This is an optimization exercise on Yosys and OpenROAD, whose aim is small area, a short achievable clock period and few clock cycles per item, not a production implementation. Where RTL was checked, it was by simulation tests only, not by an equivalence proof against the original. The RTL of runs 3 to 7 was laid out without a check of its function. Power figures rest on the tool's default switching activity, not on a simulated workload.

<file path="design/flow/config.mk">
export PLATFORM = sky130hd
export DESIGN_NAME = ysyx_23060203_MDU
export DESIGN_NICKNAME = ysyx_23060203_MDU
export VERILOG_FILES = /design/flow/design.v
export SDC_FILE = /design/flow/constraint.sdc
export NUM_CORES = 4
export LEC_CHECK = 0
export CAP_MARGIN = 20
export CORE_MARGIN = 2
export CORE_UTILIZATION = 40
export SETUP_SLACK_MARGIN = 4.0
export SLEW_MARGIN = 20
</file>
<file path="design/flow/constraint.sdc">
create_clock -name core_clock -period 7.0 [get_ports {clock}]
set_input_delay 1.4000 -clock core_clock [delete_from_list [all_inputs] [get_ports {clock}]]
set_output_delay 1.4000 -clock core_clock [all_outputs]
set_load 0.01 [all_outputs]
</file>
<file path="design/flow/design.v">
module ysyx_23060203_LZC (
  input [31:0] x,
  output [5:0] z
);
  wire [15:0] v0;
  wire [15:0] z0;
  wire [7:0] v1;
  wire [15:0] z1;
  wire [3:0] v2;
  wire [11:0] z2;
  wire [1:0] v3;
  wire [7:0] z3;
  genvar i;
  generate
    for (i = 0; i < 16; i = i + 1) begin : g0
      assign v0[i] = x[2*i+1] | x[2*i];
      assign z0[i] = ~x[2*i+1];
    end
    for (i = 0; i < 8; i = i + 1) begin : g1
      assign v1[i] = v0[2*i+1] | v0[2*i];
      assign z1[2*i+1:2*i] = v0[2*i+1] ? {1'b0, z0[2*i+1]} : {1'b1, z0[2*i]};
    end
    for (i = 0; i < 4; i = i + 1) begin : g2
      assign v2[i] = v1[2*i+1] | v1[2*i];
      assign z2[3*i+2:3*i] = v1[2*i+1] ? {1'b0, z1[4*i+3:4*i+2]} : {1'b1, z1[4*i+1:4*i]};
    end
    for (i = 0; i < 2; i = i + 1) begin : g3
      assign v3[i] = v2[2*i+1] | v2[2*i];
      assign z3[4*i+3:4*i] = v2[2*i+1] ? {1'b0, z2[6*i+5:6*i+3]} : {1'b1, z2[6*i+2:6*i]};
    end
  endgenerate
  assign z = v3[1] ? {2'b00, z3[7:4]} : (v3[0] ? {2'b01, z3[3:0]} : 6'd32);
endmodule
module ysyx_23060203_MDU (
  input clock, reset,
  input flush,
  output in_ready,
  input in_valid,
  input [2:0] in_op,  
  input [31:0] in_a, in_b,
  input out_ready,
  output out_valid,
  output [31:0] out_data
);
  localparam S_IDLE = 2'd0, S_PREP = 2'd1, S_RUN = 2'd2, S_DONE = 2'd3;
  reg [1:0] st;
  reg [2:0] op;
  reg [5:0] cnt;
  reg neg;
  reg [31:0] H, L, A, B;
  wire fire = in_valid & in_ready;
  assign in_ready = (st == S_IDLE) | ((st == S_DONE) & out_ready);
  assign out_valid = st == S_DONE;
  wire is_div = op[2];
  wire in_div = in_op[2];
  wire a_signed = in_div ? ~in_op[0] : (in_op[1:0] != 2'd3);
  wire b_signed = in_div ? ~in_op[0] : ~in_op[1];
  wire sa = a_signed & in_a[31];
  wire sb = b_signed & in_b[31];
  wire [31:0] ua = sa ? -in_a : in_a;
  wire [31:0] ub = sb ? -in_b : in_b;
  wire [5:0] za_in, zb_in;
  ysyx_23060203_LZC lza (.x(ua), .z(za_in));
  ysyx_23060203_LZC lzb (.x(ub), .z(zb_in));
  wire bz_in = zb_in[5];
  wire neg_in = in_div ? (in_op[1] ? sa : (sa ^ sb) & ~bz_in) : (sa ^ sb);
  wire [5:0] za = H[5:0];
  wire [5:0] zb = H[11:6];
  wire swap = za > zb;  
  wire [31:0] mcand = swap ? A : L;
  wire [31:0] mplier = swap ? L : A;
  wire [5:0] zm = swap ? za : zb;
  wire bz = zb[5];
  wire [6:0] k = {1'b0, zb} - {1'b0, za};
  wire kneg = k[6];
  wire [4:0] sh_amt = is_div ? k[4:0] : zm[4:0];
  wire [31:0] sh_in = is_div ? A : mplier;
  wire [31:0] sh_out = sh_in << sh_amt;
  wire [5:0] steps = is_div ? ((bz | kneg) ? 6'd0 : {1'b0, k[4:0]} + 6'd1)
                            : 6'd32 - zm;
  wire [31:0] opx = is_div ? L : {L[30:0], 1'b0};
  wire [31:0] opy = is_div ? ~A : (B[31] ? A : 32'd0);
  wire [32:0] sum = {1'b0, opx} + {1'b0, opy} + {32'd0, is_div};
  wire cout = sum[32];
  wire [31:0] hsh = {H[30:0], L[31]};
  wire [31:0] hinc = hsh + 32'd1;
  always @(posedge clock) begin
    if (reset) begin
      st <= S_IDLE;
    end else if (fire) begin
      st <= S_PREP;
    end else if (flush) begin
      st <= S_IDLE;
    end else begin
      case (st)
        S_PREP: st <= (steps == 6'd0) ? S_DONE : S_RUN;
        S_RUN: if (cnt == 6'd1) st <= S_DONE;
        S_DONE: if (out_ready) st <= S_IDLE;
        default: ;
      endcase
    end
  end
  always @(posedge clock) begin
    if (fire) begin
      op <= in_op;
      neg <= neg_in;
      L <= ua;
      A <= ub;
      H[11:0] <= {zb_in, za_in};
    end else if (st == S_PREP) begin
      cnt <= steps;
      H <= 32'd0;
      if (is_div) begin
        A <= sh_out;
        B <= {32{bz}};
      end else begin
        L <= 32'd0;
        A <= mcand;
        B <= sh_out;
      end
    end else if (st == S_RUN) begin
      cnt <= cnt - 6'd1;
      if (is_div) begin
        if (cout) L <= sum[31:0];
        A <= {1'b0, A[31:1]};
        B <= {B[30:0], cout};
      end else begin
        L <= sum[31:0];
        H <= cout ? hinc : hsh;
        B <= {B[30:0], 1'b0};
      end
    end
  end
  wire hi = ~is_div & (op[1:0] != 2'd0);
  wire [31:0] x = hi ? H : ((is_div & ~op[1]) ? B : L);
  wire cin = hi ? (L == 32'd0) : 1'b1;
  assign out_data = neg ? (~x + {31'd0, cin}) : x;
endmodule
</file>
<file path="design/flow/run.sh">
#!/bin/bash
# synth_recipe.tcl (not shown) runs the flow's synth.tcl, then flattens the netlist and writes it again
# the make line also repeats each setting of config.mk as NAME=value (left out here)
make -C /OpenROAD-flow-scripts/flow DESIGN_CONFIG=/design/flow/config.mk WORK_HOME=/design/flow/orfs CLKGATE_MAP_FILE= SYNTH_SCRIPT=/design/flow/synth_recipe.tcl finish
</file>
==> results.cfg, run 1 <==
[run_status]
outcome = timing/DRC/antenna clean

[sta]
tightestPinTransition_ns = 1.203
fin_tns_setup_ns = 0
post-route-min-period_ns = 5.434
hold_violations = 0
finalCritPeriodShare = 0.7762
relSlewSlack = 0.1957
skew_ns = 0.01340
setup_viol = 0
drv_slew = 0
fmaxAchievable_mhz = 184.0
rsz0062_at_grt = yes

[floorplanning]
fp.dieH_um = 207.7
rows = 74
start_util = 0.4055
die_x_um = 207.7
core-area_um2 = 40920
fp.dieArea_um2 = 43130
ios = 106

[route]
routed_via_density = 6.576
first_iter_violations = 2476
dr.pass1.iters = 5
drtAntennaViolNets = 0
vias = 20130
wire_per_inst_um = 27.23
drc_errors = 0
routed_wl_um = 83360

[worst_setup_path]
cp-start-kind = flop
required_ns = 5.60
critPathCaptureType = output pin
critPathArrivalTime_ns = 4.03
path_class = flop to output pin
crit_fanout = 5
regToRegSetupSlack_ns = 2.44

[cts]
ctsHoldBuffers = 0
insertion_delay_ns = 0.47
cts_buffers = 17
cts_tree = yes
cts_root_buffer = clkbuf_16
clkSinkCount = 140
cts_buffer_depth = 2
cts.reportedPaths.clkPinSlew_ns = 0.07
htree_levels = 4

[yosys]
ys_ff_latch = 140
synth_top_area_share = 0.2497
synthTopCellsByCount = nand2_1, o21ai_0, nor2_1, edfxtp_1, a21oi_1
avgSynthCellArea_um2 = 7.801
synth_cells = 2127
synth_area_um2 = 16590
postSynth.asyncResetShare = 0
yosysWarnings = 1
synth_edf_count = 138
synth.most_common_cell = nand2_1
synth_cell_types = 87
syn_nets = 2255
synthTopCellsByArea = edfxtp_1, mux2i_1, o21ai_0
synth_flop_cell = edfxtp_1
synth_area_leader_cell = edfxtp_1
yosysSeqAreaShare = 0.2521

[power_and_ir_drop]
switchingPower_mw = 5.515
cellPowerDensity_nw_per_um2 = 427.5
peakVddDrop_mv = 0.2105
p_seq_frac = 0.135
combPwrFrac = 0.777
p_leak_nw = 10.01
power_mw = 11.14
clkPwrFrac = 0.088
intPower_mw = 5.621
power_switching_share = 0.4952

[placed_design]
globalplace.congestion = 1.007
hpwlAfterDp_um = 54250
portBuffers = 105

[global_routing]
grt_pass1_wl_um = 118300
grt_max_degree = 69
antenna_found_initial = 1
grt_usage = 0.3611
grt-ovfl-total = 0
grt_pass1_vias = 18520

[final_layout]
num-fill-cells = 3338
finalNetCount = 2643
syn2layout_area_growth_pct = 56.99
drive_above_1_share = 0.4161

[job]
maxCapViolCount = 0

[min_path]
hold_path_class = flop to flop
==> state kept, by name (all words and copies together) (netlist names) <==
| name | count |
|---|---|
| op | 3 |
| L | 32 |
| H | 32 |
| A | 32 |
| st | 2 |
| cnt | 6 |
| B | 32 |
| neg | 1 |
==> cells by family (layout without fill, tap and decap cells) <==
family / after synthesis / after routing / synth area share
xor+xnor: 159 / 159 / 0.08392
simple gates: 771 / 772 / 0.2247
other cells: 0 / 1 / 0
flops: 140 / 140 / 0.2521
compound gates: 671 / 673 / 0.2644
buf+inv: 192 / 589 / 0.04486
fa+ha+maj: 56 / 56 / 0.04358
mux: 138 / 139 / 0.08634
==> metrics by stage <==
stage	hold slack (ns)	instances	utilization	setup WS [ns]	cell area [um^2]
3_3_place_gp	0.5585	2677	0.4589	1.312	18780
3_5_place_dp	0.5614	2677	0.4589	1.154	18780
4_1_cts	0.5516	2943	0.5813	1.622	23790
5_1_grt	0.5722	3060	0.6365	1.495	26050
2_1_floorplan	0.5312	2127	-	2.332	17360
6_report	0.5516	3061	0.6365	1.566	26050
==> per-layer routing <==
metal | global-route usage | up-vias | routed length, um
li1 | - | 8824 | -
met1 | 0.4629 | 9663 | 31550
met2 | 0.5570 | 1333 | 36290
met3 | 0.08956 | 310 | 9536
met4 | 0.1993 | 0 | 5987
met5 | 0 | - | 0
==> power by group through the flow <==
stage	Combinational, mW	Sequential [mW]	Clock (mW)
2_1_floorplan	3.26	1.36	0
3_3_place_gp	4.84	1.54	0
3_5_place_dp	4.84	1.55	0
4_1_cts	7.12	1.47	0.979
5_1_grt	8.89	1.50	1.01
6_report	8.65	1.50	0.983
==> final timing paths <==
kind	from	end	depth (start not counted)
min reg2reg	st[1]	st[1]	2
max	L[10]	out_data[31]	15
min	st[1]	st[1]	2
max reg2reg	op[2]	H[4]	21
==> timing repair <==
action                                  4_1_cts  5_1_grt
endpoints found under the setup margin      270      229
pin swaps                                   235      201
gates cloned                                 15        2
buffers inserted                            219      115
resized for setup                           727      320
==> cells in the final DEF (no fill, tap or decap), drive strengths merged, types with 17 or more instances in the layout <==
cell type        n
o31ai           29
edfxtp         138
mux2i          100
a22oi           17
o21ai          191
buf            435
clkdlybuf4s50   28
nand3           98
o211ai          22
a32oi           19
nor2           178
or3             17
nand4           32
xnor2           89
nand2          235
xor2            70
a31oi           41
nand2b          24
inv             50
dlygate4sd2     19
o22ai           45
a21oi          117
a21o            43
and3            25
nor4            25
ha              53
nor2b           29
and2            17
nor3            45
a211oi          26
mux2            39
clkbuf          32
==> critical path, stage by stage, from the launching register on <==
cell and delay [ns]:
edfxtp_1 0.55, nor4_4 0.34, nand4_1 0.25, o21ai_2 0.25, ha_4 0.20, buf_6 0.11
inv_4 0.03, or4_4 0.42, nand4b_1 0.24, nor2_2 0.20, nand2_2 0.09, or2_4 0.31
buf_6 0.13, o31ai_4 0.17, xnor2_1 0.13, buf_2 0.14
==> cell type report <==
cell class / instances / area, um^2 / area share
tap: 532 / 665.6 / 0.02555
sequential: 140 / 4187 / 0.1607
timing repair inverter: 1 / 8.758 / 0.0003362
clock inverter: 14 / 176.4 / 0.006772
timing repair buffer: 504 / 4936 / 0.1895
clock buffer: 18 / 429.2 / 0.01647
inverter: 52 / 225.2 / 0.008646
multi-input combinational: 1799 / 15420 / 0.5919
antenna: 1 / 2.502 / 0.00009606
Testbench counts, summed over its fixed seeds: cycles 36,279, ops 3,200.
==> run 2, diff against run 1 <==
--- a/design/flow/config.mk
+++ b/design/flow/config.mk
@@ -10,3 +10,2 @@
 export CORE_UTILIZATION = 40
-export SETUP_SLACK_MARGIN = 4.0
 export SLEW_MARGIN = 20
==> run 2 against run 1 <==
First-iteration DRC count down 5.7%. Largest power group unchanged. Non-clock buffer count down 340. Fmax down 15%. Sequential share of layout area up 6.1 points. Global-route usage down 4.6 points. Via count down 12%. Synthesized cell count unchanged. Utilization down 18 points. Final area down 28%. Clock skew up 0.0043 ns. Critical path depth down 2. Wire length down 16%. Critical endpoint is now out_data[27]. Still clean on timing, DRC and antenna.
==> results.cfg, run 2 <==
[global_routing]
gr-max-usage-layer = met2
antenna_found_initial = 1
met2_usage = 0.4778
grt-ovfl-total = 0
grt_pass1_wl_um = 103600
grt_max_degree = 76
met3_usage = 0.05900
grt_pass1_vias = 16110
use_met1 = 0.4323
grt_usage = 0.3147

[yosys]
yosysSeqAreaShare = 0.2521
synth_edf_count = 138
postSynth.asyncResetShare = 0
avgSynthCellArea_um2 = 7.801
ys_ff_latch = 140
synth_cells = 2127
yosysWarnings = 1
synthTopCellsByArea = edfxtp_1, mux2i_1, o21ai_0
synth_flop_cell = edfxtp_1
synth_top_area_share = 0.2497
synth_area_leader_cell = edfxtp_1
synthTopCellsByCount = nand2_1, o21ai_0, nor2_1, edfxtp_1, a21oi_1
synth_cell_types = 87
syn_nets = 2255
synth_area_um2 = 16590
synth.most_common_cell = nand2_1

[floorplanning]
ios = 106
rows = 74
die_x_um = 207.7
fp.dieArea_um2 = 43130
core-area_um2 = 40920
start_util = 0.4055
fp.dieH_um = 207.7

[sta]
post-route-min-period_ns = 6.427
tightestPinTransition_ns = 0.9944
rsz0062_at_grt = no
fin_tns_setup_ns = 0
skew_ns = 0.01766
hold_violations = 0
setup_viol = 0
fmaxAchievable_mhz = 155.6
drv_slew = 0
finalCritPeriodShare = 0.9181
relSlewSlack = 0.3371

[route]
routed_via_density = 6.526
drtAntennaViolNets = 0
first_iter_violations = 2335
routed_wl_um = 69830
wire_per_inst_um = 25.72
vias = 17720
dr.pass1.iters = 7
drc_errors = 0

[worst_setup_path]
critPathArrivalTime_ns = 5.03
required_ns = 5.60
cp_slowest_cell = or4_1
path_class = flop to output pin
path_cells = o21ba_2 > nor2_1 > a21oi_1 > ha_1 > inv_1 > or4_1 > nand4b_1 > nor2_1 > nand2_1 > or2_2 > o41ai_1 > xor2_1 > clkdlybuf4s50_1
cp-start-kind = flop
crit_path_frequent_cell = nor2_1
critPathMaxStageDelay_ns = 0.60
critPathCaptureType = output pin
crit_fanout = 19

[final_layout]
syn2layout_area_growth_pct = 13.69
antennaDiodeCount = 0
final_cell_mix = nand2_1, o21ai_0, nor2_1, edfxtp_1, a21oi_1
regArea_um2 = 4184
final_common_cell = nand2_1
final_area_um2 = 18870
drive_above_1_share = 0.08108
finalNetCount = 2298
num-fill-cells = 4143
instances_no_fill = 2715
finish.utilization = 0.4610
multiInputGateArea_um2 = 11710

[power_and_ir_drop]
intPower_mw = 3.517
power_switching_share = 0.5263
p_seq_frac = 0.206
power_mw = 7.424
peakVddDrop_mv = 0.2439
switchingPower_mw = 3.907
cellPowerDensity_nw_per_um2 = 393.5
clkPwrFrac = 0.133
p_leak_nw = 6.935
combPwrFrac = 0.661

[cts]
cts_tree = yes
cts.reportedPaths.clkPinSlew_ns = 0.06
cts_buffers = 17
htree_levels = 4
cts_root_buffer = clkbuf_16
cts_buffer_depth = 2
ctsResizeCount = 0
cts_setup_buffers = 0
clkSinkCount = 140
ctsHoldBuffers = 0
insertion_delay_ns = 0.48

[placed_design]
hpwlAfterDp_um = 54740
globalplace.congestion = 1.070
portBuffers = 105
post_dp_cell_area_um2 = 18250
dpl.cell_count = 2683

[run_status]
outcome = timing/DRC/antenna clean

[job]
maxCapViolCount = 0

[min_path]
hold_path_class = flop to flop
-- run 2: path summary, 6_finish.rpt --
kind                  endpoint   from  slack, ns  cells past startpoint
setup / recovery  out_data[27]  op[2]       0.57                     13
hold / removal           B[13]  B[12]       0.57                      1
setup reg to reg         A[28]   H[1]       1.45                     13
hold reg to reg          B[13]  B[12]       0.57                      1
-- run 2: layout make-up --
class | count | area share
repair buffers | 164 | 0.07919
flip-flops and latches | 140 | 0.2218
clock inverters | 14 | 0.009749
inverters | 52 | 0.01035
multi-input cells | 1795 | 0.6209
clock buffers | 18 | 0.02275
well taps | 532 | 0.03528
-- run 2: kinds of logic (layout without fill, tap and decap cells) --
kind of cell             count (synthesis)  after routing  share of synthesized area
AND/OR/NAND/NOR                        771            771                     0.2247
AO/OA/AOI/OAI                          671            671                     0.2644
buffers and inverters                  192            248                    0.04486
XOR/XNOR                               159            159                    0.08392
flip-flops                             140            140                     0.2521
multiplexers                           138            138                    0.08634
adder cells (fa/ha/maj)                 56             56                    0.04358
-- run 2: through the flow --
stage / setup slack [ns] / hold slack (ns)
final: 0.5734 / 0.5740
after global routing: 0.3147 / 0.5942
after CTS: 0.5898 / 0.5728
after detailed placement: 1.102 / 0.5616
after global placement: 1.196 / 0.5616
after floorplan: 0.3489 / 0.5312
-- run 2: routing by layer --
layer  routed length (um)  vias up
li1                     -     8111
met1                29660     8462
met2                30180      987
met3                 6732      158
met4                 3262        0
met5                    0        -
-- run 2: power by group through the flow --
stage | clock network (mW) | registers, mW | logic [mW]
CTS | 0.986 | 1.51 | 4.73
global route | 1.02 | 1.54 | 5.18
floorplan | 0 | 1.36 | 3.10
global placement | 0 | 1.51 | 4.71
detailed placement | 0 | 1.52 | 4.71
finish | 0.987 | 1.53 | 4.91
-- run 2: critical path, delay by kind of cell (launching register included) --
kind,cells,cell delay (ns)
compound gates,3,1.13
xor+xnor,1,0.21
flops,1,0.45
fa+ha+maj,1,0.26
simple gates,6,1.87
buf+inv,2,0.63
==> run 3, diff against run 2 <==
--- a/design/flow/design.v
+++ b/design/flow/design.v
@@ -44,4 +44,5 @@
 );
-  localparam S_IDLE = 2'd0, S_PREP = 2'd1, S_RUN = 2'd2, S_DONE = 2'd3;
-  reg [1:0] st;
+  localparam S_IDLE = 3'd0, S_PREP = 3'd1, S_RUN = 3'd2, S_FIX = 3'd3,
+             S_DONE = 3'd4;
+  reg [2:0] st;
   reg [2:0] op;
@@ -49,3 +50,4 @@
   reg neg;
-  reg [31:0] H, L, A, B;
+  reg [32:0] H;
+  reg [31:0] L, A, B;
   wire fire = in_valid & in_ready;
@@ -64,3 +66,3 @@
   ysyx_23060203_LZC lzb (.x(ub), .z(zb_in));
-  wire bz_in = zb_in[5];
+  wire bz_in = in_b == 32'd0;
   wire neg_in = in_div ? (in_op[1] ? sa : (sa ^ sb) & ~bz_in) : (sa ^ sb);
@@ -78,10 +80,14 @@
   wire [31:0] sh_out = sh_in << sh_amt;
+  wire top = sh_out[31];  
   wire [5:0] steps = is_div ? ((bz | kneg) ? 6'd0 : {1'b0, k[4:0]} + 6'd1)
-                            : 6'd32 - zm;
-  wire [31:0] opx = is_div ? L : {L[30:0], 1'b0};
-  wire [31:0] opy = is_div ? ~A : (B[31] ? A : 32'd0);
-  wire [32:0] sum = {1'b0, opx} + {1'b0, opy} + {32'd0, is_div};
-  wire cout = sum[32];
-  wire [31:0] hsh = {H[30:0], L[31]};
-  wire [31:0] hinc = hsh + 32'd1;
+                            : (zm[5] ? 6'd0 : 6'd31 - zm);
+  wire en = is_div | B[31];
+  wire [32:0] sum = {1'b0, L} + {1'b0, A & {32{en}}} + {32'd0, is_div};
+  wire c = sum[32];
+  wire [32:0] hinc = H + 33'd1;
+  wire hi = ~is_div & (op[1:0] != 2'd0);
+  wire [31:0] plo = {H[0], L[31:1]};
+  wire [31:0] x = hi ? H[32:1] : (is_div ? (op[1] ? L : B) : plo);
+  wire xc = hi ? (plo == 32'd0) : 1'b1;
+  wire [31:0] nx = ~x + {31'd0, xc};
   always @(posedge clock) begin
@@ -95,6 +101,7 @@
       case (st)
-        S_PREP: st <= (steps == 6'd0) ? S_DONE : S_RUN;
-        S_RUN: if (cnt == 6'd1) st <= S_DONE;
+        S_PREP: st <= (steps != 6'd0) ? S_RUN : (neg ? S_FIX : S_DONE);
+        S_RUN: if (cnt == 6'd1) st <= neg ? S_FIX : S_DONE;
+        S_FIX: st <= S_DONE;
         S_DONE: if (out_ready) st <= S_IDLE;
-        default: ;
+        default: st <= S_IDLE;
       endcase
@@ -111,10 +118,10 @@
       cnt <= steps;
-      H <= 32'd0;
       if (is_div) begin
-        A <= sh_out;
+        A <= ~sh_out;
         B <= {32{bz}};
       end else begin
-        L <= 32'd0;
+        H <= {32'd0, top & mcand[31]};
+        L <= {mcand[30:0] & {31{top}}, 1'b0};
         A <= mcand;
-        B <= sh_out;
+        B <= {sh_out[30:0], 1'b0};
       end
@@ -123,16 +130,16 @@
       if (is_div) begin
-        if (cout) L <= sum[31:0];
-        A <= {1'b0, A[31:1]};
-        B <= {B[30:0], cout};
+        if (c) L <= sum[31:0];
+        A <= {1'b1, A[31:1]};
+        B <= {B[30:0], c};
       end else begin
-        L <= sum[31:0];
-        H <= cout ? hinc : hsh;
+        L <= {sum[30:0], 1'b0};
+        H <= {c ? hinc[31:0] : H[31:0], sum[31]};
         B <= {B[30:0], 1'b0};
       end
+    end else if (st == S_FIX) begin
+      L <= nx;
     end
   end
-  wire hi = ~is_div & (op[1:0] != 2'd0);
-  wire [31:0] x = hi ? H : ((is_div & ~op[1]) ? B : L);
-  wire cin = hi ? (L == 32'd0) : 1'b1;
-  assign out_data = neg ? (~x + {31'd0, cin}) : x;
+  wire sel_l = neg | (is_div & op[1]);
+  assign out_data = sel_l ? L : x;
 endmodule
==> run 3 against run 2 <==
Still clean. Hold slack improved by 0.0027 ns. Combinational power increased by 93%. Non-clock buffer count increased by 26. Cell count increased by 13%. Synthesized cell count increased by 15%. Critical endpoint is now A[18]. Largest power group unchanged. Highest routed layer is now met5.
==> results.cfg, run 3 <==
[run_status]
outcome = timing/DRC/antenna clean

[yosys]
synth_top_area_share = 0.2269
postSynth.asyncResetShare = 0
synth_edf_count = 139
synth_area_um2 = 18400
synth_flop_cell = edfxtp_1
syn_nets = 2563
synth.most_common_cell = nand2_1
synth_cell_types = 108
ys_ff_latch = 142
synth_area_leader_cell = edfxtp_1
yosysWarnings = 1
yosysSeqAreaShare = 0.2301
synthTopCellsByArea = edfxtp_1, nand2_1, o21ai_0
synthTopCellsByCount = nand2_1, o21ai_0, nor2_1, a21oi_1, edfxtp_1
avgSynthCellArea_um2 = 7.541
synth_cells = 2440

[worst_setup_path]
cp-start-kind = flop
crit_fanout = 17
r2r-start = H[2]
critPathCaptureType = flop
critPathArrivalTime_ns = 5.59
path_class = flop to flop
required_ns = 7.20
cp-startpoint = H[2]
worst-r2r-cell-count = 14

[floorplanning]
core-area_um2 = 45380
fp.dieH_um = 218.5
rows = 78
start_util = 0.4054
die_x_um = 218.5
fp.dieArea_um2 = 47730
ios = 106

[global_routing]
use_met1 = 0.5418
met2_usage = 0.5977
grt_max_degree = 137
grt_usage = 0.4191
antenna_found_initial = 6
grt-ovfl-total = 0
gr-max-usage-layer = met2
met3_usage = 0.1463
grt_pass1_wl_um = 143400
grt_pass1_vias = 19750

[final_layout]
regArea_um2 = 4234
drive_above_1_share = 0.08074
multiInputGateArea_um2 = 13250
num-fill-cells = 4650
largest_reg_flops = 33
final_area_um2 = 20770
largest_register = H
finalNetCount = 2587
syn2layout_area_growth_pct = 12.87
final_cell_mix = nand2_1, o21ai_0, nor2_1, a21oi_1, edfxtp_1
instances_no_fill = 3078
final_common_cell = nand2_1

[sta]
setup_viol = 0
fmaxAchievable_mhz = 185.6
fin_ws_ns = 1.613
tightestPinTransition_ns = 1.201
skew_ns = 0.01264
hold_violations = 0
post-route-min-period_ns = 5.387
rsz0062_at_grt = no
fin_tns_setup_ns = 0
drv_slew = 0
relSlewSlack = 0.1909
finalCritPeriodShare = 0.7696

[placed_design]
hpwlAfterDp_um = 77550
globalplace.congestion = 1.085
portBuffers = 105
dpl.cell_count = 3045
post_dp_cell_area_um2 = 20180
dp_slack_ns = 1.399

[job]
maxCapViolCount = 0

[route]
wire_per_inst_um = 33.15
routed_wl_um = 102000
dr.pass1.iters = 8
drc_errors = 0
first_iter_violations = 3293
routed_via_density = 7.133
vias = 21950
drtAntennaViolNets = 0

[power_and_ir_drop]
power_mw = 12.56
cellPowerDensity_nw_per_um2 = 605.0
peakVddDrop_mv = 0.3498
p_leak_nw = 7.461

[cts]
ctsResizeCount = 0
htree_levels = 4
insertion_delay_ns = 0.49
cts_setup_buffers = 0
cts_buffer_depth = 2
clkSinkCount = 142
cts.reportedPaths.clkPinSlew_ns = 0.07
cts_tree = yes
cts_buffers = 17
cts_root_buffer = clkbuf_16
ctsHoldBuffers = 0

[min_path]
hold_path_class = flop to flop
hold_start = B[5]
worstHoldPathCells = 2
-- run 3: changes by cell type after synthesis, moves of 22 or more --
cell | before | now
nand2_1 | 235 | 293
a21oi_1 | 116 | 166
nor3_1 | 43 | 75
mux2i_1 | 99 | 77
-- run 3: power breakdown --
part	switching, mW	internal [mW]	total [mW]
combinational	6.48	2.97	9.46
sequential	0.764	1.38	2.14
clock	0.439	0.528	0.967
total	7.69	4.88	12.6
-- run 3: layer usage --
layer	wire (um)	vias up
li1	-	9332
met1	39300	10470
met2	41190	1748
met3	14320	403
met4	7192	6
met5	38	-
-- run 3: final cells by class --
class                   instances  area share
repair buffers                190     0.08194
clock buffers                  17     0.02048
flip-flops and latches        142      0.2039
clock inverters                15    0.007712
well taps                     600     0.03615
diodes                          1   0.0001205
multi-input cells            2049      0.6381
inverters                      64     0.01157
-- run 3: cells by family after synthesis --
logic type	count (synthesis)	synth area share
adders and majority gates	51	0.03550
buffers and inverters	249	0.05440
AOI/OAI and AO/OA	823	0.3038
xor gates and xnor gates	158	0.07521
DFF	142	0.2301
muxes	103	0.05842
and+or+nand+nor	914	0.2425
-- run 3: stage by stage --
| stage | util | hold slack, ns |
|---|---|---|
| global placement | 0.4447 | 0.5495 |
| detailed placement | 0.4447 | 0.5620 |
| finish | 0.4576 | 0.5767 |
| CTS | 0.4576 | 0.5773 |
| global route | 0.4576 | 0.6029 |
| floorplan | - | 0.5358 |
-- run 3: critical path: stages, from the launching register on --
cell       delay (ns)
edfxtp_1         0.32
buf_4            0.26
clkinv_1         0.18
buf_4            0.20
ha_1             0.36
o21a_1           0.22
o31a_1           0.20
o2111ai_2        0.84
o211ai_2         0.48
o211ai_1         0.35
a32oi_1          0.27
nand2_1          0.13
a31oi_1          0.11
o21ai_0          0.98
nand2_1          0.16
-- run 3: final timing paths --
path | to | slack [ns]
worst max-delay path | A[18] | 1.61
worst max register to register | A[18] | 1.61
worst min register to register | B[6] | 0.58
worst min-delay path | B[6] | 0.58
==> run 4, diff against run 3 <==
--- a/design/flow/config.mk
+++ b/design/flow/config.mk
@@ -10,2 +10,3 @@
 export CORE_UTILIZATION = 40
+export SETUP_SLACK_MARGIN = 3.0
 export SLEW_MARGIN = 20
==> run 4 against run 3 <==
Clock-buffer cell count increased by 2. Critical endpoint is now H[9]. Synthesized area unchanged. Final area increased by 22%. Largest cell class unchanged.
==> results.cfg, run 4 <==
[yosys]
synth_flop_cell = edfxtp_1
syn_nets = 2563
avgSynthCellArea_um2 = 7.541
synth_cells = 2440
synth_top_area_share = 0.2269
yosysWarnings = 1
synthTopCellsByCount = nand2_1, o21ai_0, nor2_1, a21oi_1, edfxtp_1
yosysSeqAreaShare = 0.2301
synth_edf_count = 139
synth_area_um2 = 18400
ys_ff_latch = 142
synthTopCellsByArea = edfxtp_1, nand2_1, o21ai_0
synth_cell_types = 108
postSynth.asyncResetShare = 0
synth.most_common_cell = nand2_1
synth_area_leader_cell = edfxtp_1

[final_layout]
largest_register = H
final_common_cell = nand2_1
drive_above_1_share = 0.2743
num-fill-cells = 4310
finalNetCount = 2812
final_cell_mix = nand2_1, buf_4, nor2_1, a21oi_1, o21ai_0
instances_no_fill = 3304
syn2layout_area_growth_pct = 38.06
largest_reg_flops = 33

[route]
met3_length_um = 15190
drc_errors = 0
routed_wl_um = 108700
top_layer_used = met5
first_iter_violations = 4045
drtAntennaViolNets = 0
met1_length_um = 39170
wl_met2_um = 45150
vias = 23550
dr.pass1.iters = 8
routed_via_density = 7.128
wire_per_inst_um = 32.91

[power_and_ir_drop]
combPwrFrac = 0.801
intPower_mw = 6.579
clkPwrFrac = 0.065
switchingPower_mw = 8.532
peakVddDrop_mv = 0.3170
cellPowerDensity_nw_per_um2 = 594.9
power_mw = 15.11
p_seq_frac = 0.133
power_switching_share = 0.5646
p_leak_nw = 9.519

[floorplanning]
die_x_um = 218.5
start_util = 0.4054
ios = 106
fp.dieArea_um2 = 47730
rows = 78
fp.dieH_um = 218.5
core-area_um2 = 45380

[global_routing]
grt_pass1_wl_um = 148600
grt-ovfl-total = 0
grt_pass1_vias = 21480
grt_usage = 0.4310
grt_max_degree = 52
antenna_found_initial = 8

[sta]
rsz0062_at_grt = yes
hold_violations = 0
post-route-min-period_ns = 4.161
drv_slew = 0
setup_viol = 0
skew_ns = 0.01170
fin_tns_setup_ns = 0
fmaxAchievable_mhz = 240.3
relSlewSlack = 0.2321
finalCritPeriodShare = 0.5944
tightestPinTransition_ns = 1.152

[cts]
clkSinkCount = 142
cts.reportedPaths.clkPinSlew_ns = 0.07
cts_buffers = 17
cts_tree = yes
htree_levels = 4
cts_root_buffer = clkbuf_16
ctsHoldBuffers = 0
insertion_delay_ns = 0.50
cts_buffer_depth = 2

[placed_design]
globalplace.congestion = 1.060
portBuffers = 105
hpwlAfterDp_um = 74430
dpl.cell_count = 3024

[worst_setup_path]
rr_endpoint = H[9]
critPathArrivalTime_ns = 4.40
crit_end = H[9]
regToRegSetupSlack_ns = 2.84
path_class = flop to flop
cp-start-kind = flop
critPathCaptureType = flop
worst-r2r-cell-count = 14
r2r-start = B[31]
crit_fanout = 15
required_ns = 7.24
cp-startpoint = B[31]

[min_path]
hold_start = B[8]
hold_path_class = flop to flop

[run_status]
outcome = timing/DRC/antenna clean

[job]
maxCapViolCount = 0
[run 4: what timing repair did]
| action | in CTS | in global routing |
|---|---|---|
| endpoints found under the hold margin | 0 | 0 |
| endpoints found under the setup margin | 189 | 150 |
| buffers inserted | 123 | 95 |
| cloned | 18 | 9 |
| pin swaps | 70 | 114 |
| resized for setup | 392 | 270 |
[run 4: layout make-up]
class | count | area [um^2] | share of cell area
Multi-Input combinational cell | 2059 | 15560 | 0.6124
Antenna cell | 3 | 7.507 | 0.0002956
Timing Repair Buffer | 405 | 4010 | 0.1579
Inverter | 64 | 264.0 | 0.01039
Tap cell | 600 | 750.7 | 0.02956
Sequential cell | 142 | 4234 | 0.1667
Clock inverter | 12 | 145.1 | 0.005714
Clock buffer | 19 | 432.9 | 0.01704
[run 4: power by group through the flow]
stage | clock network, mW | registers (mW) | logic [mW]
after floorplan | 0 | 1.61 | 5.43
after global placement | 0 | 2.13 | 8.31
after detailed placement | 0 | 2.13 | 8.27
after CTS | 0.978 | 1.98 | 10.0
after global routing | 1.00 | 1.98 | 12.4
final | 0.986 | 2.02 | 12.1
[run 4: how the worst min path moves through the flow]
stage	slack [ns]	endpoint	cells past startpoint
floorplan	0.54	B[16]	2
global placement	0.56	B[9]	2
detailed placement	0.56	B[9]	2
CTS	0.58	B[9]	2
global route	0.62	B[12]	1
finish	0.58	B[9]	2
[run 4: metrics by stage]
step	util	instance area, um^2	hold slack [ns]	setup WS, ns
CTS	0.5129	23280	0.5767	2.790
detailed placement	0.4435	20130	0.5609	1.690
global route	0.5596	25390	0.6167	2.797
floorplan	-	18640	0.5358	1.987
global placement	0.4435	20130	0.5560	1.740
finish	0.5597	25400	0.5814	2.839
[run 4: logic make-up after synthesis]
logic type               share of synthesized area
XOR/XNOR                                   0.07521
buffers and inverters                      0.05440
flip-flops                                  0.2301
multiplexers                               0.05842
AO/OA/AOI/OAI                               0.3038
adder cells (fa/ha/maj)                    0.03550
AND/OR/NAND/NOR                             0.2425
[run 4: worst max-delay path: stages (launching register included)]
cell,delay (ns)
edfxtp_1,0.57
nor2_4,0.22
buf_8,0.17
clkbuf_16,0.21
nor2b_1,0.11
ha_2,0.42
nand4_1,0.13
or3_4,0.41
o211a_4,0.28
buf_6,0.12
buf_6,0.11
o31a_4,0.44
or3_4,0.42
xor2_1,0.18
o22ai_1,0.09
[run 4: metal layers]
metal,up-vias,track usage
met5,-,0
met4,8,0.3172
met3,542,0.1477
met2,1980,0.6340
met1,11210,0.5196
li1,9812,-
==> run 5, diff against run 4 <==
--- a/design/flow/config.mk
+++ b/design/flow/config.mk
@@ -10,3 +10,3 @@
 export CORE_UTILIZATION = 40
-export SETUP_SLACK_MARGIN = 3.0
+export SETUP_SLACK_MARGIN = 1.5
 export SLEW_MARGIN = 20
==> run 5 against run 4 <==
Largest cell class unchanged. Still clean. Sequential cell count unchanged. Synthesized area unchanged. Fmax down 23%. Clock skew up 0.0062 ns. Hold slack better by 0.036 ns. Wire length down 8.0%. Non-clock buffer count down 210.
==> results.cfg, run 5 <==
[final_layout]
instances_no_fill = 3086
largest_register = H
regArea_um2 = 4234
finalNetCount = 2592
final_cell_mix = nand2_1, o21ai_0, nor2_1, a21oi_1, edfxtp_1
drive_above_1_share = 0.08461
syn2layout_area_growth_pct = 13.44
final_area_um2 = 20870
largest_reg_flops = 33
finish.utilization = 0.4599
final_common_cell = nand2_1
num-fill-cells = 4702
multiInputGateArea_um2 = 13280

[floorplanning]
die_x_um = 218.5
fp.dieH_um = 218.5
rows = 78
ios = 106
fp.dieArea_um2 = 47730
core-area_um2 = 45380
start_util = 0.4054

[sta]
fin_ws_ns = 1.619
relSlewSlack = 0.2143
whs_ns = 0.6177
post-route-min-period_ns = 5.381
rsz0062_at_grt = no
fin_tns_setup_ns = 0
skew_ns = 0.01793
fmaxAchievable_mhz = 185.8
setup_viol = 0
drv_slew = 0
tightestPinTransition_ns = 1.174
finalCritPeriodShare = 0.7687
hold_violations = 0

[yosys]
synth_flop_cell = edfxtp_1
ys_ff_latch = 142
yosysWarnings = 1
synth.most_common_cell = nand2_1
postSynth.asyncResetShare = 0
yosysSeqAreaShare = 0.2301
synthTopCellsByCount = nand2_1, o21ai_0, nor2_1, a21oi_1, edfxtp_1
synth_cell_types = 108
synth_cells = 2440
synth_area_um2 = 18400
syn_nets = 2563
synthTopCellsByArea = edfxtp_1, nand2_1, o21ai_0
synth_area_leader_cell = edfxtp_1
synth_top_area_share = 0.2269
synth_edf_count = 139
avgSynthCellArea_um2 = 7.541

[run_status]
outcome = timing/DRC/antenna clean

[route]
dr.pass1.iters = 6
drtAntennaViolNets = 0
first_iter_violations = 3412
routed_wl_um = 100100
drc_errors = 0
routed_via_density = 7.039
wire_per_inst_um = 32.42
vias = 21720

[cts]
cts_root_buffer = clkbuf_16
cts_buffers = 17
cts_tree = yes
cts.reportedPaths.clkPinSlew_ns = 0.07
clkSinkCount = 142
htree_levels = 4
ctsHoldBuffers = 0
insertion_delay_ns = 0.49
cts_buffer_depth = 2

[placed_design]
dpl.cell_count = 3049
portBuffers = 105
post_dp_cell_area_um2 = 20240
globalplace.congestion = 1.035
dp_slack_ns = 1.424
hpwlAfterDp_um = 77080

[job]
maxCapViolCount = 0

[power_and_ir_drop]
peakVddDrop_mv = 0.5387
power_mw = 12.32
cellPowerDensity_nw_per_um2 = 590.1
p_leak_nw = 7.506

[global_routing]
grt_pass1_vias = 20120
grt_usage = 0.4121
grt-ovfl-total = 0
grt_pass1_wl_um = 142500
antenna_found_initial = 3
grt_max_degree = 138

[worst_setup_path]
required_ns = 5.60
path_class = flop to output pin
worst-r2r-cell-count = 17
regToRegSetupSlack_ns = 1.70
crit_fanout = 21
r2r-start = H[1]
rr_endpoint = L[9]
critPathArrivalTime_ns = 3.98
critPathCaptureType = output pin
cp-start-kind = flop

[min_path]
hold_path_end = B[6]
hold_path_class = flop to flop
hold_start = B[5]
worstHoldPathCells = 2
==> run 5: cell families (layout without fill, tap and decap cells) <==
logic type,count (synthesis),count (layout),synth area share
adder cells (fa/ha/maj),51,51,0.03550
other,0,4,0
flip-flops,142,142,0.2301
AO/OA/AOI/OAI,823,823,0.3038
AND/OR/NAND/NOR,914,914,0.2425
multiplexers,103,103,0.05842
buffers and inverters,249,291,0.05440
XOR/XNOR,158,158,0.07521
==> run 5: area by class of cell <==
class / instances / share of cell area
Clock buffer: 22 / 0.02272
Antenna cell: 4 / 0.0004796
Clock inverter: 10 / 0.005994
Inverter: 64 / 0.01151
Tap cell: 600 / 0.03597
Multi-Input combinational cell: 2049 / 0.6362
Timing Repair Buffer: 195 / 0.08428
Sequential cell: 142 / 0.2029
==> run 5: layer usage <==
layer / global-route usage / share of wire / wire (um) / vias to the layer above
li1: - / - / - / 9358
met1: 0.5404 / 0.39 / 39050 / 10370
met2: 0.6015 / 0.41 / 41340 / 1636
met3: 0.1063 / 0.13 / 12550 / 353
met4: 0.2531 / 0.070 / 7052 / 2
met5: 0.009375 / 0.00065 / 65 / -
==> run 5: worst max path at each step <==
stage | endpoint | from | cells after the start
2_1_floorplan | L[0] | op[2] | 23
3_3_place_gp | H[0] | in_a[1] | 13
3_5_place_dp | H[0] | in_a[0] | 13
4_1_cts | out_data[2] | op[1] | 6
5_1_grt | H[0] | in_a[16] | 11
6_report | out_data[23] | op[1] | 6
==> run 5: worst max-delay path, cell delays in order, from the launching register on <==
cell	delay [ns]
edfxtp_1	0.76
or2_1	0.82
buf_4	0.35
nand2_1	0.15
o21ai_0	0.67
o21ai_0	0.20
clkdlybuf4s50_1	0.52
==> run 5: timing repair <==
action	CTS	global route
gates resized for setup	0	1
setup endpoints to repair	0	25
buffers inserted	0	0
==> run 5: where the power goes <==
part	switching, mW	leakage, nW	internal [mW]
clock network	0.433	0.293	0.558
registers	0.686	1.36	1.38
logic	6.25	5.85	3.01
total	7.37	7.51	4.95
==> run 6, diff against run 5 <==
--- a/design/flow/design.v
+++ b/design/flow/design.v
@@ -44,4 +44,4 @@
 );
-  localparam S_IDLE = 3'd0, S_PREP = 3'd1, S_RUN = 3'd2, S_FIX = 3'd3,
-             S_DONE = 3'd4;
+  localparam S_IDLE = 3'd0, S_PREP = 3'd1, S_TRIP = 3'd2, S_RUN = 3'd3,
+             S_FIX = 3'd4, S_DONE = 3'd5;
   reg [2:0] st;
@@ -50,3 +50,3 @@
   reg neg;
-  reg [32:0] H;
+  reg [33:0] H, T;
   reg [31:0] L, A, B;
@@ -70,3 +70,5 @@
   wire [5:0] zb = H[11:6];
-  wire swap = za > zb;  
+  wire [6:0] k = {1'b0, zb} - {1'b0, za};
+  wire kneg = k[6];
+  wire swap = kneg;  
   wire [31:0] mcand = swap ? A : L;
@@ -75,17 +77,35 @@
   wire bz = zb[5];
-  wire [6:0] k = {1'b0, zb} - {1'b0, za};
-  wire kneg = k[6];
-  wire [4:0] sh_amt = is_div ? k[4:0] : zm[4:0];
+  wire [4:0] sh_amt = is_div ? k[4:0] : {zm[4:1], 1'b0};
   wire [31:0] sh_in = is_div ? A : mplier;
   wire [31:0] sh_out = sh_in << sh_amt;
-  wire top = sh_out[31];  
   wire [5:0] steps = is_div ? ((bz | kneg) ? 6'd0 : {1'b0, k[4:0]} + 6'd1)
-                            : (zm[5] ? 6'd0 : 6'd31 - zm);
-  wire en = is_div | B[31];
-  wire [32:0] sum = {1'b0, L} + {1'b0, A & {32{en}}} + {32'd0, is_div};
-  wire c = sum[32];
-  wire [32:0] hinc = H + 33'd1;
+                            : (zm[5] ? 6'd0 : 6'd15 - {2'b0, zm[4:1]});
+  wire [1:0] d = (is_div | (st == S_TRIP)) ? 2'b01 : B[31:30];
+  reg [33:0] m;
+  always @* begin
+    case (d)
+      2'd0: m = 34'd0;
+      2'd1: m = {2'b00, A};
+      2'd2: m = {1'b0, A, 1'b0};
+      default: m = T;
+    endcase
+  end
+  wire [34:0] sum = {3'b000, L} + {1'b0, m} + {34'd0, is_div};
+  wire [2:0] cy = sum[34:32];
+  wire ge = sum[32];
+  wire [33:0] tri_a = {sum[33:32] + {1'b0, A[31]}, sum[31:0]};
+  reg [33:0] x0;
+  always @* begin
+    case (B[31:30])
+      2'd0: x0 = 34'd0;
+      2'd1: x0 = {2'b00, A};
+      2'd2: x0 = {1'b0, A, 1'b0};
+      default: x0 = tri_a;
+    endcase
+  end
+  wire [2:0] hlo = {1'b0, H[1:0]} + cy;
+  wire [29:0] hhi = hlo[2] ? H[31:2] + 30'd1 : H[31:2];
   wire hi = ~is_div & (op[1:0] != 2'd0);
-  wire [31:0] plo = {H[0], L[31:1]};
-  wire [31:0] x = hi ? H[32:1] : (is_div ? (op[1] ? L : B) : plo);
+  wire [31:0] plo = {H[1:0], L[31:2]};
+  wire [31:0] x = hi ? H[33:2] : (is_div ? (op[1] ? L : B) : plo);
   wire xc = hi ? (plo == 32'd0) : 1'b1;
@@ -101,3 +121,5 @@
       case (st)
-        S_PREP: st <= (steps != 6'd0) ? S_RUN : (neg ? S_FIX : S_DONE);
+        S_PREP: st <= is_div ? ((steps != 6'd0) ? S_RUN : (neg ? S_FIX : S_DONE))
+                             : S_TRIP;
+        S_TRIP: st <= (cnt != 6'd0) ? S_RUN : (neg ? S_FIX : S_DONE);
         S_RUN: if (cnt == 6'd1) st <= neg ? S_FIX : S_DONE;
@@ -122,7 +144,11 @@
       end else begin
-        H <= {32'd0, top & mcand[31]};
-        L <= {mcand[30:0] & {31{top}}, 1'b0};
+        L <= {mcand[30:0], 1'b0};
         A <= mcand;
-        B <= {sh_out[30:0], 1'b0};
+        B <= sh_out;
       end
+    end else if (st == S_TRIP) begin
+      T <= tri_a;
+      H <= {30'd0, x0[33:30]};
+      L <= {x0[29:0], 2'b00};
+      B <= {B[29:0], 2'b00};
     end else if (st == S_RUN) begin
@@ -130,9 +156,9 @@
       if (is_div) begin
-        if (c) L <= sum[31:0];
+        if (ge) L <= sum[31:0];
         A <= {1'b1, A[31:1]};
-        B <= {B[30:0], c};
+        B <= {B[30:0], ge};
       end else begin
-        L <= {sum[30:0], 1'b0};
-        H <= {c ? hinc[31:0] : H[31:0], sum[31]};
-        B <= {B[30:0], 1'b0};
+        L <= {sum[29:0], 2'b00};
+        H <= {hhi, hlo[1:0], sum[31:30]};
+        B <= {B[29:0], 2'b00};
       end
--- a/design/flow/config.mk
+++ b/design/flow/config.mk
@@ -10,3 +10,3 @@
 export CORE_UTILIZATION = 40
-export SETUP_SLACK_MARGIN = 1.5
+export SETUP_SLACK_MARGIN = 3.0
 export SLEW_MARGIN = 20
==> run 6 against run 5 <==
Hold slack gained 0.037 ns. Synthesized cell count rose by 8.6%. Sequential power fell by 15%. Die area increased by 13%. Clock-buffer cell count fell by 4. Clock skew up 0.0011 ns. Largest cell class unchanged.
==> results.cfg, run 6 <==
[final_layout]
num-fill-cells = 4754
syn2layout_area_growth_pct = 31.82
final_cell_mix = nand2_1, buf_4, edfxtp_1, nor2_1, a21oi_1
drive_above_1_share = 0.2790
finish.utilization = 0.5355
regArea_um2 = 5289
multiInputGateArea_um2 = 17200
reg_top3 = H: 34 flops, T: 34 flops
finalNetCount = 2972
final_common_cell = nand2_1

[power_and_ir_drop]
peakVddDrop_mv = 0.2567
p_leak_nw = 10.17
cellPowerDensity_nw_per_um2 = 312.5

[global_routing]
grt_pass1_vias = 22970
grt_max_degree = 71
grt_pass1_wl_um = 155500
grt_usage = 0.3911
antenna_found_initial = 8
grt-ovfl-total = 0

[min_path]
hold_path_end = cnt[0]
hold_path_class = flop to flop
worstHoldPathCells = 1
hold_start = cnt[0]

[cts]
cts_tree = yes
cts_root_buffer = clkbuf_16
htree_levels = 4
cts_buffer_depth = 2
insertion_delay_ns = 0.53
cts_buffers = 17
clkSinkCount = 177
cts.reportedPaths.clkPinSlew_ns = 0.08

[yosys]
synth_cells = 2649
yosysSeqAreaShare = 0.2526
avgSynthCellArea_um2 = 7.899
postSynth.asyncResetShare = 0
ys_ff_latch = 177
synthTopCellsByArea = edfxtp_1, mux2i_1, nand2_1
synth_cell_types = 96
synth_top_area_share = 0.2497
synth_area_um2 = 20920
synth_flop_cell = edfxtp_1
synth.most_common_cell = nand2_1
synth_area_leader_cell = edfxtp_1
yosysWarnings = 1
synth_edf_count = 174
syn_nets = 2776
synthTopCellsByCount = nand2_1, o21ai_0, nor2_1, clkbuf_1, edfxtp_1

[route]
vias = 25000
drc_errors = 0
routed_wl_um = 110100
routed_via_density = 7.065
drtAntennaViolNets = 0
dr.pass1.iters = 8
wire_per_inst_um = 31.12
first_iter_violations = 3890

[sta]
setup_viol = 0
whs_ns = 0.6543
finalCritPeriodShare = 0.8426
rsz0062_at_grt = yes
fin_tns_setup_ns = 0
post-route-min-period_ns = 5.898
skew_ns = 0.01906
hold_violations = 0
fmaxAchievable_mhz = 169.5
relSlewSlack = 0.1876
drv_slew = 0
tightestPinTransition_ns = 1.214

[job]
maxCapViolCount = 0

[run_status]
outcome = timing/DRC/antenna clean

[floorplanning]
ios = 106
rows = 83
fp.dieH_um = 232.7
start_util = 0.4062
die_x_um = 232.7
core-area_um2 = 51510
fp.dieArea_um2 = 54150

[worst_setup_path]
crit_fanout = 6
path_class = flop to flop
r2r-start = st[2]
worst-r2r-cell-count = 22
rr_endpoint = H[13]
regToRegSetupSlack_ns = 1.10
critPathCaptureType = flop
critPathArrivalTime_ns = 6.15
cp-start-kind = flop
required_ns = 7.25

[placed_design]
portBuffers = 105
hpwlAfterDp_um = 75980
globalplace.congestion = 1.092
[run 6: changes by cell type after synthesis, sizes merged, moves of 16 or more]
cell / change
nor2b: -31
nor2: -16
nand4: -23
nand2: +59
xor2: -32
a211oi: +18
edfxtp: +35
mux2: +40
mux2i: +74
clkbuf: +47
a22oi: +25
xnor2: +19
buf: -27
[run 6: kinds of logic after synthesis]
family	count (synthesis)	synth area share
AOI/OAI and AO/OA	888	0.2868
xor gates and xnor gates	147	0.06291
adders and majority gates	55	0.03432
buffers and inverters	264	0.04903
DFF	177	0.2526
muxes	220	0.1115
and+or+nand+nor	898	0.2028
[run 6: report_power, final]
| part | switching, mW | total [mW] | leakage, nW | internal, mW |
|---|---|---|---|---|
| logic | 3.60 | 5.85 | 8.23 | 2.25 |
| registers | 0.343 | 1.75 | 1.67 | 1.40 |
| clock network | 0.497 | 1.02 | 0.278 | 0.524 |
| total | 4.44 | 8.62 | 10.2 | 4.18 |
[run 6: per-layer routing]
| layer | GRT usage | wire (um) | vias to the layer above |
|---|---|---|---|
| met1 | 0.4831 | 40140 | 11810 |
| met4 | 0.2508 | 9098 | 10 |
| met5 | 0 | 69 | - |
| met3 | 0.1350 | 15130 | 574 |
| met2 | 0.5784 | 45670 | 2074 |
| li1 | - | - | 10530 |
[run 6: what timing repair did]
action                                  4_1_cts  5_1_grt
resized for setup                           433      250
hold buffers                                  0        0
pin swaps                                   120       98
cloned                                       15        6
buffers inserted                             92       96
endpoints found under the setup margin      223      182
[run 6: layout make-up]
type,instances,share of cell area
antenna,2,0.0001814
clock buffer,18,0.01556
clock inverter,13,0.004944
inverter,59,0.008165
multi-input combinational,2220,0.6235
sequential,177,0.1917
tap,680,0.03085
timing repair buffer,370,0.1251
[run 6: metrics by stage]
stage	std cells	worst slack [ns]	instance area, um^2	power, mW
after floorplan	2649	0.7195	21230	4.314
after global placement	3297	0.3565	22820	5.936
after detailed placement	3297	0.03413	22820	5.956
after CTS	3435	1.231	25790	7.664
after global routing	3537	0.9904	27580	8.797
final	3539	1.102	27580	8.620
[run 6: critical path, stage by stage, from the launching register on]
cell      delay, ns
dfxtp_4        0.35
nand2b_4       0.12
or2_4          0.20
inv_2          0.06
or3_4          0.39
a32o_2         0.28
fa_2           0.42
fa_2           0.38
a21o_1         0.21
a221oi_4       0.26
or3_4          0.20
a211oi_4       0.07
o211ai_1       0.29
a21oi_1        0.14
xor2_1         0.20
ha_2           0.22
fa_2           0.38
or3b_4         0.45
buf_12         0.15
mux2_4         0.37
a211oi_2       0.28
xnor2_1        0.15
nor2_1         0.06
[run 6: how the worst max path moves through the flow]
stage          start  cells past startpoint    end
6_report       st[2]                     22  H[13]
5_1_grt        st[2]                     21  H[26]
4_1_cts        st[2]                     21  H[27]
3_5_place_dp   st[2]                     21  H[10]
3_3_place_gp   st[2]                     21  H[10]
2_1_floorplan  op[2]                     26  H[27]
==> run 7, diff against run 6 <==
--- a/design/flow/design.v
+++ b/design/flow/design.v
@@ -45,3 +45,3 @@
   localparam S_IDLE = 3'd0, S_PREP = 3'd1, S_TRIP = 3'd2, S_RUN = 3'd3,
-             S_FIX = 3'd4, S_DONE = 3'd5;
+             S_DONE = 3'd4;
   reg [2:0] st;
@@ -51,3 +51,3 @@
   reg [33:0] H, T;
-  reg [31:0] L, A, B;
+  reg [31:0] L, A;
   wire fire = in_valid & in_ready;
@@ -82,3 +82,3 @@
                             : (zm[5] ? 6'd0 : 6'd15 - {2'b0, zm[4:1]});
-  wire [1:0] d = (is_div | (st == S_TRIP)) ? 2'b01 : B[31:30];
+  wire [1:0] d = (is_div | (st == S_TRIP)) ? 2'b01 : H[33:32];
   reg [33:0] m;
@@ -98,3 +98,3 @@
   always @* begin
-    case (B[31:30])
+    case (H[33:32])
       2'd0: x0 = 34'd0;
@@ -109,3 +109,3 @@
   wire [31:0] plo = {H[1:0], L[31:2]};
-  wire [31:0] x = hi ? H[33:2] : (is_div ? (op[1] ? L : B) : plo);
+  wire [31:0] x = hi ? H[33:2] : (is_div ? (op[1] ? L : H[31:0]) : plo);
   wire xc = hi ? (plo == 32'd0) : 1'b1;
@@ -121,7 +121,6 @@
       case (st)
-        S_PREP: st <= is_div ? ((steps != 6'd0) ? S_RUN : (neg ? S_FIX : S_DONE))
+        S_PREP: st <= is_div ? ((steps != 6'd0) ? S_RUN : S_DONE)
                              : S_TRIP;
-        S_TRIP: st <= (cnt != 6'd0) ? S_RUN : (neg ? S_FIX : S_DONE);
-        S_RUN: if (cnt == 6'd1) st <= neg ? S_FIX : S_DONE;
-        S_FIX: st <= S_DONE;
+        S_TRIP: st <= (cnt != 6'd0) ? S_RUN : S_DONE;
+        S_RUN: if (cnt == 6'd1) st <= S_DONE;
         S_DONE: if (out_ready) st <= S_IDLE;
@@ -142,3 +141,3 @@
         A <= ~sh_out;
-        B <= {32{bz}};
+        H <= {34{bz}};
       end else begin
@@ -146,3 +145,3 @@
         A <= mcand;
-        B <= sh_out;
+        H <= {sh_out, 2'b00};
       end
@@ -150,5 +149,4 @@
       T <= tri_a;
-      H <= {30'd0, x0[33:30]};
+      H <= {H[31:2], x0[33:30]};
       L <= {x0[29:0], 2'b00};
-      B <= {B[29:0], 2'b00};
     end else if (st == S_RUN) begin
@@ -158,3 +156,3 @@
         A <= {1'b1, A[31:1]};
-        B <= {B[30:0], ge};
+        H <= {H[32:0], ge};
       end else begin
@@ -162,10 +160,6 @@
         H <= {hhi, hlo[1:0], sum[31:30]};
-        B <= {B[29:0], 2'b00};
       end
-    end else if (st == S_FIX) begin
-      L <= nx;
     end
   end
-  wire sel_l = neg | (is_div & op[1]);
-  assign out_data = sel_l ? L : x;
+  assign out_data = neg ? nx : x;
 endmodule
==> run 7 against run 6 <==
Still clean. Cell count shrank 1.4%. Wire length fell by 4.4%. Via count fell by 2.7%. Total power increased by 58%. Global-route usage grew 0.38 points. Critical path type unchanged. Critical endpoint is now H[14]. Largest power group unchanged.
==> results.cfg, run 7 <==
[run_status]
outcome = timing/DRC/antenna clean

[yosys]
yosysWarnings = 1
synth_top_area_share = 0.2183
synth_area_um2 = 19530
syn_nets = 2650
avgSynthCellArea_um2 = 7.741
postSynth.asyncResetShare = 0
synthTopCellsByCount = nand2_1, a21oi_1, o21ai_0, mux2i_1, clkbuf_1
synth_area_leader_cell = edfxtp_1
synth.most_common_cell = nand2_1
synthTopCellsByArea = edfxtp_1, mux2i_1, a21oi_1
synth_edf_count = 142
yosysSeqAreaShare = 0.2214
synth_cell_types = 102
ys_ff_latch = 145
synth_cells = 2523
synth_flop_cell = edfxtp_1

[power_and_ir_drop]
cellPowerDensity_nw_per_um2 = 497.2
peakVddDrop_mv = 0.2662
intPower_mw = 6.430
p_seq_frac = 0.137
switchingPower_mw = 7.216
power_switching_share = 0.5288
combPwrFrac = 0.785
p_leak_nw = 10.49
clkPwrFrac = 0.078

[final_layout]
drive_above_1_share = 0.3244
num-fill-cells = 4233
reg_top3 = H: 34 flops, T: 34 flops
multiInputGateArea_um2 = 16620
final_common_cell = buf_4
syn2layout_area_growth_pct = 40.54
final_cell_mix = buf_4, nand2_1, a21oi_1, mux2i_1, edfxtp_1
finalNetCount = 2984
regArea_um2 = 4328

[worst_setup_path]
required_ns = 7.20
critPathMaxStageDelay_ns = 0.44
critPathCaptureType = flop
crit_path_frequent_cell = fa_2
cp_slowest_cell = or3_4
cp-start-kind = flop
path_class = flop to flop
critPathArrivalTime_ns = 6.00
crit_fanout = 5

[placed_design]
dp_slack_ns = 0.4340
globalplace.congestion = 1.029
portBuffers = 105
hpwlAfterDp_um = 69660

[sta]
hold_violations = 0
rsz0062_at_grt = yes
fmaxAchievable_mhz = 172.6
drv_slew = 0
setup_viol = 0
skew_ns = 0.01947
fin_ws_ns = 1.207
relSlewSlack = 0.1413
fin_tns_setup_ns = 0
finalCritPeriodShare = 0.8276
tightestPinTransition_ns = 1.270
post-route-min-period_ns = 5.794

[route]
drc_errors = 0
first_iter_violations = 3406
vias = 24320
drtAntennaViolNets = 0
routed_via_density = 6.970
dr.pass1.iters = 8
wire_per_inst_um = 30.19
routed_wl_um = 105300

[floorplanning]
start_util = 0.4073
ios = 106
fp.dieH_um = 225.0
core-area_um2 = 47950
die_x_um = 225.0
fp.dieArea_um2 = 50610
rows = 80

[global_routing]
antenna_found_initial = 8
grt_max_degree = 66
grt_usage = 0.3949
grt-ovfl-total = 0
grt_pass1_wl_um = 148500
grt_pass1_vias = 22450

[cts]
cts_root_buffer = clkbuf_16
cts_buffer_depth = 2
cts_buffers = 17
clkSinkCount = 145
htree_levels = 4
cts.reportedPaths.clkPinSlew_ns = 0.08
cts_tree = yes
insertion_delay_ns = 0.48

[job]
maxCapViolCount = 0

[min_path]
hold_path_class = flop to flop
## run 7: changes by cell type after synthesis, moves of 25 or more
cell,delta
o21ai_0,+32
a21oi_1,+54
edfxtp_1,-32
nand3_1,-32
xnor2_1,-26
mux2i_1,+27
a211oi_1,-27
xor2_1,+25
nand2_1,-96
## run 7: worst paths after layout
check / startpoint / endpoint / slack (ns) / depth (start not counted)
worst max-delay path: st[2] / H[14] / 1.21 / 27
worst min-delay path: H[18] / H[20] / 0.67 / 2
worst max register to register: st[2] / H[14] / 1.21 / 27
worst min register to register: H[18] / H[20] / 0.67 / 2
## run 7: layout make-up
class | count | share of cell area
multi-input cells | 2110 | 0.6056
diodes | 4 | 0.0003647
well taps | 615 | 0.02803
clock buffers | 18 | 0.01564
clock inverters | 14 | 0.007339
flip-flops and latches | 145 | 0.1577
repair buffers | 526 | 0.1766
inverters | 57 | 0.008661
## run 7: what timing repair did
| item | 4_1_cts | 5_1_grt |
|---|---|---|
| gates cloned | 9 | 5 |
| pin swaps | 152 | 132 |
| endpoints found under the setup margin | 169 | 162 |
| resized for setup | 572 | 230 |
| setup buffers | 222 | 114 |
| hold buffers | 0 | 0 |
## run 7: power by group through the flow
stage | combinational, mW | sequential, mW | clock [mW]
floorplan | 4.83 | 1.55 | 0
global placement | 6.99 | 1.99 | 0
detailed placement | 7.04 | 1.99 | 0
CTS | 8.76 | 1.83 | 1.06
global route | 11.0 | 1.86 | 1.08
finish | 10.7 | 1.87 | 1.06
## run 7: cell families after synthesis
family / after synthesis / share of synthesized area
XOR/XNOR: 146 / 0.06663
adder cells (fa/ha/maj): 55 / 0.03677
AO/OA/AOI/OAI: 909 / 0.3065
multiplexers: 224 / 0.1178
AND/OR/NAND/NOR: 771 / 0.1955
buffers and inverters: 273 / 0.05542
flip-flops: 145 / 0.2214
## run 7: metrics by stage
step                      power (mW)  cell area (um^2)  instances  hold WS [ns]  utilization
final                          13.65             27450       3489        0.6745       0.5725
after global routing           13.94             27440       3485        0.7022       0.5723
after CTS                      11.65             25430       3366        0.6724       0.5304
after detailed placement       9.034             21380       3103        0.6590       0.4460
after global placement         8.984             21380       3103        0.6233       0.4460
after floorplan                6.387             19940       2523        0.5911            -
## run 7: routing by layer
| metal | global-route usage | wire, um |
|---|---|---|
| met1 | 0.4800 | 38130 |
| met2 | 0.5955 | 44640 |
| met3 | 0.1336 | 14040 |
| met4 | 0.2517 | 8319 |
| met5 | 0.01857 | 189 |
## run 7: worst max-delay path: cells and delay by family, from the launching register on
family	cells	cell delay, ns
XOR/XNOR	2	0.30
flip-flops	1	0.32
adder cells (fa/ha/maj)	4	1.39
AO/OA/AOI/OAI	9	1.31
buffers and inverters	5	0.77
AND/OR/NAND/NOR	7	1.41

[re-timing with driven ports]
No port has a modelled driver above. Below, the same layouts with a new extraction and two added sets of constraints. Step 1, drivers: a clkbuf_16 drives clock and a buf_2 each remaining input, both assumed. Step 2 moves the port delays by t, midway between the first and last clock arrival at a register: inputs arrive t later, outputs are due t later. That takes back most of the time a late clock gives input paths. a / b / c = ideal / step 1 / step 2; a / b = the first two.
| run | shift t [ns] | slack for setup (ns) | clock arrival spread, ns | slew at the worst register clock pin (ns) | pins driven straight from the clock port |
|---|---|---|---|---|---|
| run 1 | 0.518 | 1.566 / 1.511 / 2.029 | 0.013 / 0.013 | 0.07 / 0.07 | 1 |
| run 2 | 0.521 | 0.573 / 0.520 / 1.041 | 0.018 / 0.018 | 0.08 / 0.08 | 1 |
| run 3 | 0.544 | 1.613 / 1.585 / 1.272 | 0.012 / 0.013 | 0.07 / 0.07 | 1 |
| run 4 | 0.548 | 2.839 / 2.839 / 2.360 | 0.012 / 0.012 | 0.07 / 0.07 | 1 |
| run 5 | 0.541 | 1.619 / 1.562 / 1.335 | 0.018 / 0.018 | 0.07 / 0.07 | 1 |
| run 6 | 0.571 | 1.102 / 1.102 / 1.102 | 0.019 / 0.019 | 0.08 / 0.08 | 1 |
| run 7 | 0.536 | 1.207 / 1.207 / 1.207 | 0.020 / 0.019 | 0.08 / 0.08 | 1 |
After both steps setup and hold are still met in every run listed. For run 4, which loses most, drivers alone change the setup slack by 0.000 ns; drivers and shift together by -0.479 ns.
